Context: an optimization exercise on an open-source flow, tuned for small area and a short achievable clock period. The choices shown serve that exercise and are no tape-out recipe.
The RTL was checked by simulation tests, not by an equivalence proof against the original design.

===== flow/design.v =====
module fma #(
                parameter int FW = 23,
                parameter int EW = 8
            )(
                input logic clk,
                input logic [2 : 0] rm,
                input logic [3:0] op,
                input logic [EW + FW : 0]  opA,
                input logic [EW + FW : 0]  opB,
                input logic [EW + FW : 0]  opC,
                output logic [EW + FW : 0]  result
            );
    logic [2:0]  rm1;
    logic [3:0]  op1r;
    logic [31:0] a1, b1, c1;
    always_ff @(posedge clk) begin
        rm1  <= rm;
        op1r <= op;
        a1   <= opA;
        b1   <= opB;
        c1   <= opC;
    end
    logic [31:0] x1, x2, x3;
    always_comb begin
        case (op1r[1:0])
            2'b01: begin
                x1 = a1;
                x2 = {b1[31] ^ op1r[2], b1[30:0]};
                x3 = 32'h0;
            end
            2'b10: begin
                x1 = 32'h3f800000;
                x2 = a1;
                x3 = {b1[31] ^ op1r[3], b1[30:0]};
            end
            2'b11: begin
                x1 = a1;
                x2 = {b1[31] ^ op1r[2], b1[30:0]};
                x3 = {c1[31] ^ op1r[3], c1[30:0]};
            end
            default: begin
                x1 = 32'h0;
                x2 = 32'h0;
                x3 = 32'h0;
            end
        endcase
    end
    logic [7:0] e1, e2, e3;
    logic [22:0] f1, f2, f3;
    assign e1 = x1[30:23];
    assign e2 = x2[30:23];
    assign e3 = x3[30:23];
    assign f1 = x1[22:0];
    assign f2 = x2[22:0];
    assign f3 = x3[22:0];
    logic ez1, ez2, ez3, eo1, eo2, eo3, fz1, fz2, fz3;
    assign ez1 = ~|e1;  assign eo1 = &e1;  assign fz1 = ~|f1;
    assign ez2 = ~|e2;  assign eo2 = &e2;  assign fz2 = ~|f2;
    assign ez3 = ~|e3;  assign eo3 = &e3;  assign fz3 = ~|f3;
    logic inf1, inf2, inf3, nan1, nan2, nan3, zero1, zero2, zero3;
    assign inf1 = eo1 & fz1;  assign nan1 = eo1 & ~fz1;  assign zero1 = ez1 & fz1;
    assign inf2 = eo2 & fz2;  assign nan2 = eo2 & ~fz2;  assign zero2 = ez2 & fz2;
    assign inf3 = eo3 & fz3;  assign nan3 = eo3 & ~fz3;  assign zero3 = ez3 & fz3;
    logic nanM, infM, zeroM, sM, s3;
    assign nanM  = nan1 | nan2 | (zero1 & inf2) | (inf1 & zero2);
    assign infM  = (inf1 & ~(zero2 | nan2)) | (inf2 & ~(zero1 | nan1));
    assign zeroM = (zero1 & ~(inf2 | nan2)) | (zero2 & ~(inf1 | nan1));
    assign sM    = x1[31] ^ x2[31];
    assign s3    = x3[31];
    logic [47:0] prod;
    assign prod = {~ez1, f1} * {~ez2, f2};
    logic pm;
    assign pm = prod[47];
    logic [9:0] e12, expM, expC;
    assign e12  = {2'b0, e1} + {2'b0, e2} - 10'd127;
    assign expM = e12 + {9'd0, pm};
    assign expC = {2'b0, e3};
    logic [47:0] sigM, sigC;
    assign sigM = pm ? prod : {prod[46:0], 1'b0};
    assign sigC = {~ez3, f3, 24'd0};
    logic comp;
    logic [9:0] shamt;
    assign comp  = expM > expC;
    assign shamt = comp ? expM - expC : expC - expM;
    logic [47:0] big, sml0, sml;
    assign big    = comp ? sigM : sigC;
    assign sml0 = comp ? sigC : sigM;
    assign sml  = (shamt >= 10'd48) ? 48'd0 : sml0 >> shamt[5:0];
    logic eff, gt, ge, a_ge_b;
    logic [47:0] mag;
    logic [48:0] sum;
    assign eff    = sM ^ s3;
    assign gt     = big > sml;
    assign ge     = big >= sml;
    assign a_ge_b = comp ? ge : ~gt;
    assign mag    = gt ? big - sml : sml - big;
    assign sum    = eff ? {1'b0, mag} : {1'b0, big} + {1'b0, sml};
    logic [9:0] expT;
    assign expT = comp ? expM : expC;
    logic sign2, nan2r, inf2r, zp2;
    assign sign2 = eff ? (a_ge_b ? sM : s3) : sM;
    assign nan2r = nanM | nan3 | (infM & inf3 & eff);
    assign inf2r = infM | inf3;
    assign zp2   = zeroM & zero3;
    logic [48:0] S;
    logic [9:0]  E;
    logic        sgn, nanq, infq, zpq;
    logic [2:0]  rm2;
    always_ff @(posedge clk) begin
        S    <= sum;
        E    <= expT;
        sgn  <= sign2;
        nanq <= nan2r;
        infq <= inf2r;
        zpq  <= zp2;
        rm2  <= rm1;
    end
    logic [48:0] Sx, T;
    assign Sx = {S[48:1], S[0] & ~S[48]};
    logic [47:0] sent;
    assign sent = (E < 10'd48) ? (48'd1 << (6'd47 - E[5:0])) : 48'd0;
    assign T = Sx | {1'b0, sent};
    logic [5:0] lz;
    always_comb begin
        lz = 6'd49;
        for (int i = 0; i < 49; i++)
            if (T[i]) lz = 6'(48 - i);
    end
    logic [48:0] N;
    assign N = Sx << lz;
    logic guard, rnd, sticky, lsb, plus_one;
    assign lsb    = N[25];
    assign guard  = N[24];
    assign rnd    = N[23];
    assign sticky = |N[22:0];
    assign plus_one = (rm2 == 3'b000 && guard && (rnd || sticky || lsb)) ||
                      (rm2 == 3'b010 && sgn && (guard || rnd || sticky)) ||
                      (rm2 == 3'b011 && !sgn && (guard || rnd || sticky)) ||
                      (rm2 == 3'b100 && guard);
    logic [22:0] frac;
    logic [7:0]  expo;
    assign frac = N[47:25] + {22'd0, plus_one};
    assign expo = E[7:0] + 8'd1 - {2'b0, lz};
    logic zero3r;
    assign zero3r = zpq | ~|S;
    logic [31:0] res;
    assign res = nanq   ? {sgn, 31'h7fffffff} :
                 infq   ? {sgn, 8'hff, 23'h0} :
                 zero3r ? {sgn, 31'h0} :
                          {sgn, expo, frac};
    always_ff @(posedge clk) result <= res;
endmodule

===== flow/run.sh =====
#!/bin/bash
# synth_recipe.tcl (not shown) runs the flow's synth.tcl, then flattens the netlist and writes it again
# the make line also repeats each setting of config.mk as NAME=value (left out here)
make -C /OpenROAD-flow-scripts/flow DESIGN_CONFIG=/design/flow/config.mk WORK_HOME=/design/flow/orfs CLKGATE_MAP_FILE= SYNTH_SCRIPT=/design/flow/synth_recipe.tcl finish

===== flow/config.mk =====
export PLATFORM = sky130hd
export DESIGN_NAME = fma
export DESIGN_NICKNAME = fma
export VERILOG_FILES = /design/flow/design.v
export SDC_FILE = /design/flow/constraint.sdc
export NUM_CORES = 4
export LEC_CHECK = 0
export CAP_MARGIN = 20
export CORE_MARGIN = 2
export CORE_UTILIZATION = 40
export SLEW_MARGIN = 20

===== flow/constraint.sdc =====
create_clock -name core_clock -period 55.0 [get_ports {clk}]
set_input_delay 11.0000 -clock core_clock [delete_from_list [all_inputs] [get_ports {clk}]]
set_output_delay 11.0000 -clock core_clock [all_outputs]
set_load 0.01 [all_outputs]

==> run notes <==
result of the run finished clean; aggregate routed wire length around 180000 um; count of antenna-violating nets left after detailed routing 0; highest cell delay on the worst timing path about 0.98 ns; crit share post-route approximately 44%; final-stage net count 6628; multi-input gate area in the final layout 36290 um2; worst hold slack approximately 0.34 ns; dominant cell type by area after synthesis fa_1; element type at the critical path end register; worst hold path class register to register; Clock Sinks 201; Required @ worst endpoint 55.50 ns; type of origin of the critical path register; WS Path Type register to register; Storage cell area 4029 um2; area of the placeable core 109200 um2; Fill cells approximately 11k; mean number of vias per cell 6.083; DRT Pass-1 Iters 9; routability congestion estimate from global placement approximately 1.0; starting density of the core 40.47%; sequential area share after synthesis 9.109%; most used cells in the layout excluding fill and tap cells nand2_1 (763), inv_1 (704), nor2_1 (531), fa_1 (489), ha_1 (364); via count of the routed design 43.59k; global-route wire length before repair roughly 270000 um; hpwl dp 147500 um; CTS H-Tree Depth 1; grt ovf 0; total clock buffers created by CTS 24; post-layout minimum cycle time ~24 ns; total of flip-flops plus latches after synthesis between 200 and 250; Horiz. Die Dim 336.3 um; fraction of layout cells with a size suffix above 1 5.573%; Iter 0 DRT Violations 5114; PortBufs 135; CP max FO 78; vias in the first global route 42.60k; leading cell types by total area after synthesis fa_1 (22%), ha_1 (10%), dfxtp_1 (9.1%), nand2_1 (6.5%), inv_1 (6.0%); Die Footprint 113100 um2; top cell type's share of synthesized area 22.16%; post-CTS setup buffers 0; number of design rule violations left after detail routing 0; Global Route Usage Sum approximately a third; die height 336.3 um; number of top-level design ports around 140; headroom to the max-slew limit 19.83%; final count of negative-setup-slack endpoints 0; count of warnings emitted by yosys 1; clock tree from TritonCTS done; Netlist cell types 110; number of instances in the synthesized netlist about 5.8k; Cell Area, Synth about 44000 um2; Slew @ Worst Pin approximately 1.2 ns; detail-routed net length per standard cell 25.49 um; number of buffers on the longest clock path 3; number of buffers and inverters on the critical path 13; EDFF count, synth 0; Final Max Slew Viols 0; maximum number of pins on one net before global-route repair 79; final clock skew 0.02128 ns; synthesized area divided by synthesized cell count 7.679 um2; cell with the largest stage delay on the worst path and2_1; kind of cell with the highest combined delay on the critical path simple AND/OR/NAND/NOR gates; RSZ-0062 raised after global routing false; highest clock rate 41.64 MHz; max-cap violation count 0; asr flop ratio synth 0%; Clock Tree Root clkbuf_16; final hold violation count 0; number of standard-cell rows in the floorplan 121; number of antenna violations at the first check in global routing 5; clock insertion delay at the later pin of the skew report 0.59 ns; nets in the synthesized netlist 6711; post-synthesis to final-layout area growth 8.302%; Crit path arrival time 24.51 ns; post-route setup TNS 0 ns; Post-CTS Hold Fix Bufs 0; most common cell after layout, fill and taps aside nand2_1; clock transition at the registers of the reported paths 0.08 ns; PostCTS Resize Cnt 0; primary flip-flop cell chosen by synthesis mapping dfxtp_1
-- state kept, by name, summed over array words and instances (netlist names) --
signal,flops
S,49
a1,32
b1,32
c1,32
result,32
E,10
op1r,4
rm1,3
rm2,3
infq,1
nanq,1
sgn,1
zpq,1
-- logic make-up after synthesis --
logic type	share of synthesized area, %
muxes	6.707
and+or+nand+nor	20.13
adders and majority gates	32.50
DFF	9.109
xor gates and xnor gates	2.419
AOI/OAI and AO/OA	19.96
buffers and inverters	9.171
-- per-stage QoR --
step           utilization [%]  worst slack [ns]  cell area [um2]  cells
4_1_cts                  43.83             31.54            47840   7164
5_1_grt                  43.83             30.01            47840   7164
2_1_floorplan                -             35.94            44180   5753
3_5_place_dp             43.01             31.60            46950   7120
3_3_place_gp             43.01             32.11            46940   7120
6_report                 43.83             30.99            47840   7166
-- cells in the mapped netlist, types with 20 or more instances --
master       n
a31oi_1     54
a221oi_1    28
o31ai_1     31
o221ai_1    21
xnor2_1     88
o22ai_1     35
a2111oi_0   22
o21bai_1    49
mux2_2      63
nor4_1      47
buf_1       30
clkbuf_1   279
buf_2       29
o21ai_0    228
xor2_1      34
nor2b_1     40
inv_1      704
and2_1      71
nand2b_1    43
a21o_1      86
a211oi_1    53
nand4_1     56
o21a_1      44
dfxtp_1    201
nand3_1    104
nor3_1     119
o211ai_1    42
and3_1      50
a211o_1     20
a311oi_1    21
nor2_1     532
mux2i_1    201
nand2_1    763
or2_2       25
or3_1       27
ha_1       365
a21oi_1    311
fa_1       489
-- worst paths after layout --
check | slack, ns | endpoint | from | cells past startpoint
worst max-delay path | 30.99 | S[45] | op1r[0] | 66
worst min-delay path | 0.34 | rm2[2] | rm1[2] | 0
worst max register to register | 30.99 | S[45] | op1r[0] | 66
worst min register to register | 0.34 | rm2[2] | rm1[2] | 0
-- routing by layer --
| metal | vias to the layer above | GRT usage, % | wire length, um |
|---|---|---|---|
| li1 | 19500 | - | - |
| met1 | 21170 | 40.91 | 72730 |
| met2 | 2486 | 51.08 | 81420 |
| met3 | 433 | 6.834 | 18520 |
| met4 | 6 | 14.64 | 9971 |
| met5 | - | 0 | 47 |
-- layout make-up --
cell class | count | share of cell area (%)
multi-input combinational | 4496 | 75.86
sequential | 201 | 8.421
inverter | 712 | 5.597
timing repair buffer | 235 | 4.394
tap | 1476 | 3.860
clock buffer | 25 | 1.263
clock inverter | 19 | 0.5989
antenna | 2 | 0.01046

-- what the ideal ports hide --
The results above use ideal ports. As a check the final layout listed here was re-extracted and re-timed, cells and wires unchanged.
Step 1 (the two cells are an assumption about what drives the block):
set clk [get_ports {clk}]
set_driving_cell -lib_cell sky130_fd_sc_hd__clkbuf_16 $clk
set_driving_cell -lib_cell sky130_fd_sc_hd__buf_2 [delete_from_list [all_inputs] $clk]
Step 2 moves the port delays by t, midway between the first and last clock arrival at a register: inputs arrive t later, outputs are due t later. That takes back most of the time a late clock gives input paths.
a / b / c = ideal ports / drivers / drivers and shift; a / b = the first two.
t (ns): 0.661
setup slack, ns: 30.987 / 30.987 / 30.987
hold WS [ns]: 0.342 / 0.342 / 0.342
worst slew at a driven data input, ns: 0.07
After both steps this run still meets setup and hold. For this run, drivers alone change the setup slack by 0.000 ns; drivers and shift together by 0.000 ns.
